What follows belongs to an exercise in optimizing a design on an open flow for small area and a short achievable clock period; a production flow would make more cautious choices.
At most, simulation tests tie the RTL to the original design; equivalence was not proved.

## old
// matrix_multiplier
module matrix_multiplier (
    input clk,
    input reset,
    input start,
    input [7:0] in,
    output reg [15:0] o,
    output reg done
);
For scale: about 920 cells after synthesis, ~260 flip-flops, ~0.012 sq mm of cells after synthesis.
export LEC_CHECK = 0
export CAP_MARGIN = 20
export CORE_MARGIN = 2
export CORE_UTILIZATION = 40
export CTS_BUF_LIST = sky130_fd_sc_hd__clkbuf_8
export CTS_CLUSTER_DIAMETER = 60
export CTS_CLUSTER_SIZE = 20
export SETUP_SLACK_MARGIN = 5
export SLEW_MARGIN = 20
export SYNTH_HIERARCHICAL = 1
export SYNTH_MINIMUM_KEEP_SIZE = 0
create_clock -name core_clock -period 8.0 [get_ports {clk}]
run.sh (not shown) runs the stock make flow with config.mk's settings and CLKGATE_MAP_FILE= SYNTH_SCRIPT=/design/flow/synth_recipe.tcl, a recipe that flattens the netlist after the stock synthesis.
Input-level comparison between new and old:
--- a/flow/design.v
+++ b/flow/design.v
@@ -41,13 +41,14 @@
     wire [7:0] ha0 = a0[0];           
     wire [7:0] b0 = r0[1];            
     wire [7:0] ha1 = a1[0];           
     wire [7:0] b1 = r1[2];            
     wire [7:0] ha2 = a2[0];           
     wire [7:0] b2 = r2[0];            
-    wire a1e_next = cnt == 5'd21 || cnt == 5'd24;
+    reg a1e_next;
+    always @(posedge clk) a1e_next <= cnt == 5'd20 || cnt == 5'd23;
     wire ha1e = a1e_next ? a1[1][7] : a1[0][7];
     wire b1e = r1[1][0];
     wire s0_1 = ~(ha0[0] | b0[6]) ^ ~(ha0[1] | b0[5]);
     wire s0_2 = ~(ha0[0] | b0[6]) & ~(ha0[1] | b0[5]);
     wire s0_3, s0_4;
     fadd u_s0_3 (~(ha0[0] | b0[7]), ~(ha0[1] | b0[6]), ~(ha0[2] | b0[5]), s0_3, s0_4);
Findings:
new finished every step from synthesis to the final layout, and the layout passed the timing, design-rule and antenna checks.
Of the two values seen for termination of the worst setup path, q0_c8$_DFF_P_ was produced by old and done by new.
Summary — detailed-placement wirelength estimate, new relative to old: higher, by about 1.7%.
Diff old -> new: fraction of the mapped netlist area in compound gates climbed 0.28 points.
Delta (new minus old): highest clock frequency the design can meet increased 0.93%; area after detailed placement essentially unchanged.
Taking old as the reference, in new biggest cell delay along the critical path went down.
Post-route non-filler standard cell count across old and new: no real change.
Diff old..new | share of async-settable or async-resettable flops after synthesis | negligible
Compared to old, new was floorplanned on a bigger die.
Comparing new with old, the final-stage net count came out essentially unchanged.
Only the layout flow was run in old; the RTL was not checked for function there.

--- another note on this design; it stands on its own ---

## matrix_multiplier
module matrix_multiplier (
    input clk,
    input reset,
    input start,
    input [7:0] in,
    output reg [15:0] o,
    output reg done
);
Size: about 960 cells after synthesis, ~28 I/O pins, roughly 12,000 sq um of cells after synthesis.
Settings: LEC_CHECK=0, CAP_MARGIN=20, CORE_MARGIN=2, CORE_UTILIZATION=40, CTS_BUF_LIST=sky130_fd_sc_hd__clkbuf_8, CTS_CLUSTER_DIAMETER=60, CTS_CLUSTER_SIZE=20, SETUP_SLACK_MARGIN=5, SLEW_MARGIN=20, SYNTH_HIERARCHICAL=1, SYNTH_MINIMUM_KEEP_SIZE=0; clock period 8.0 ns.
run.sh (not shown) runs the stock make flow with config.mk's settings and CLKGATE_MAP_FILE= SYNTH_SCRIPT=/design/flow/synth_recipe.tcl, a recipe that flattens the netlist after the stock synthesis.
The baseline completed with no timing, DRC or antenna violations.
Edit:
==> flow/flow/run.sh (new file) <==
#!/bin/bash
set -euo pipefail
bash standard.sh SETUP_SLACK_MARGIN=5.25 TNS_END_PERCENT=5 \
    "BUFFER_PORTS_ARGS=-buffer_cell sky130_fd_sc_hd__buf_2" finish > standard.log 2>&1
==> flow/standard.sh (new file) <==
#!/bin/bash
# synth_recipe.tcl (not shown) runs the flow's synth.tcl, then flattens the netlist and writes it again
# the make line also repeats each setting of config.mk as NAME=value (left out here)
make -C /OpenROAD-flow-scripts/flow DESIGN_CONFIG=/design/flow/config.mk WORK_HOME=/design/flow/orfs CLKGATE_MAP_FILE= SYNTH_SCRIPT=/design/flow/synth_recipe.tcl "${@:-finish}"
--- a/flow/config.mk
+++ b/flow/config.mk
@@ -14 +13,0 @@
-export SETUP_SLACK_MARGIN = 5
removed: flow/run.sh
Synthesized area is unchanged.
Core utilization rises by 0.16 points.
Edit:
==> flow/flow/run.sh (replaced) <==
#!/bin/bash
set -euo pipefail
bash standard.sh SETUP_SLACK_MARGIN=${MARGIN:-6.0} finish > standard.log 2>&1
Effect: Non-clock buffer count rises by 56. Routed wire length rises by 10%. Area after synthesis does not change. Clock-buffer cell count rises by 1. Clock skew rises by 0.018 ns. Design area rises by 14%. Setup slack improves by 0.031 ns. Register-to-register slack improves by 0.03 ns.
Edit:
==> flow/run.sh (new file) <==
#!/bin/bash
# synth_recipe.tcl (not shown) runs the flow's synth.tcl, then flattens the netlist and writes it again
# the make line also repeats each setting of config.mk as NAME=value (left out here)
make -C /OpenROAD-flow-scripts/flow DESIGN_CONFIG=/design/flow/config.mk WORK_HOME=/design/flow/orfs CLKGATE_MAP_FILE= SYNTH_SCRIPT=/design/flow/synth_recipe.tcl finish
--- a/flow/config.mk
+++ b/flow/config.mk
@@ -11,3 +11,4 @@
-export CTS_BUF_LIST = sky130_fd_sc_hd__clkbuf_8
-export CTS_CLUSTER_DIAMETER = 60
-export CTS_CLUSTER_SIZE = 20
+export CTS_BUF_LIST = sky130_fd_sc_hd__clkbuf_16
+export CTS_CLUSTER_DIAMETER = 80
+export CTS_CLUSTER_SIZE = 30
+export SETUP_SLACK_MARGIN = 5
removed: flow/flow/run.sh
removed: flow/standard.sh
Outcome: The changed run passed the timing, design-rule and antenna checks; critical path depth is lower by 5; cell area is lower by roughly a tenth; sequential cell count does not change.

## separate check: timing with driven ports
Ports are ideal in the flow. The routed layouts listed here were re-timed in OpenROAD. Step 1 assumes that a clkbuf_16 drives the clock port and a buf_2 every other input. Step 2 moves the port delays by t, midway between the first and last clock arrival at a register: inputs arrive t later, outputs are due t later. That takes back most of the time a late clock gives input paths. a / b / c = ideal ports / drivers / drivers and shift; a / b = the first two.
run | t (ns) | slack for setup (ns) | slew at the worst register clock pin (ns) | worst slew at a driven data input, ns | cell pins on the clock port's net
old | 0.583 | 5.165 / 5.165 / 5.165 | 0.11 / 0.11 | 0.03 | 1
new | 0.598 | 5.191 / 5.147 / 5.153 | 0.12 / 0.12 | 0.04 | 1
the first run of note 2 | 0.603 | 5.180 / 5.136 / 5.187 | 0.12 / 0.12 | 0.03 | 1
the second run of note 2 | 0.585 | 5.210 / 5.210 / 5.210 | 0.12 / 0.12 | 0.04 | 1
the third run of note 2 | 0.605 | 5.241 / 5.241 / 5.241 | 0.12 / 0.12 | 0.03 | 1
the fourth run of note 2 | 0.532 | 5.052 / 5.005 / 5.200 | 0.12 / 0.12 | 0.03 | 1
After both steps every run listed still meets setup and hold. The setup slack of new, which loses most, moves by -0.044 ns with the drivers and by -0.038 ns with both steps.
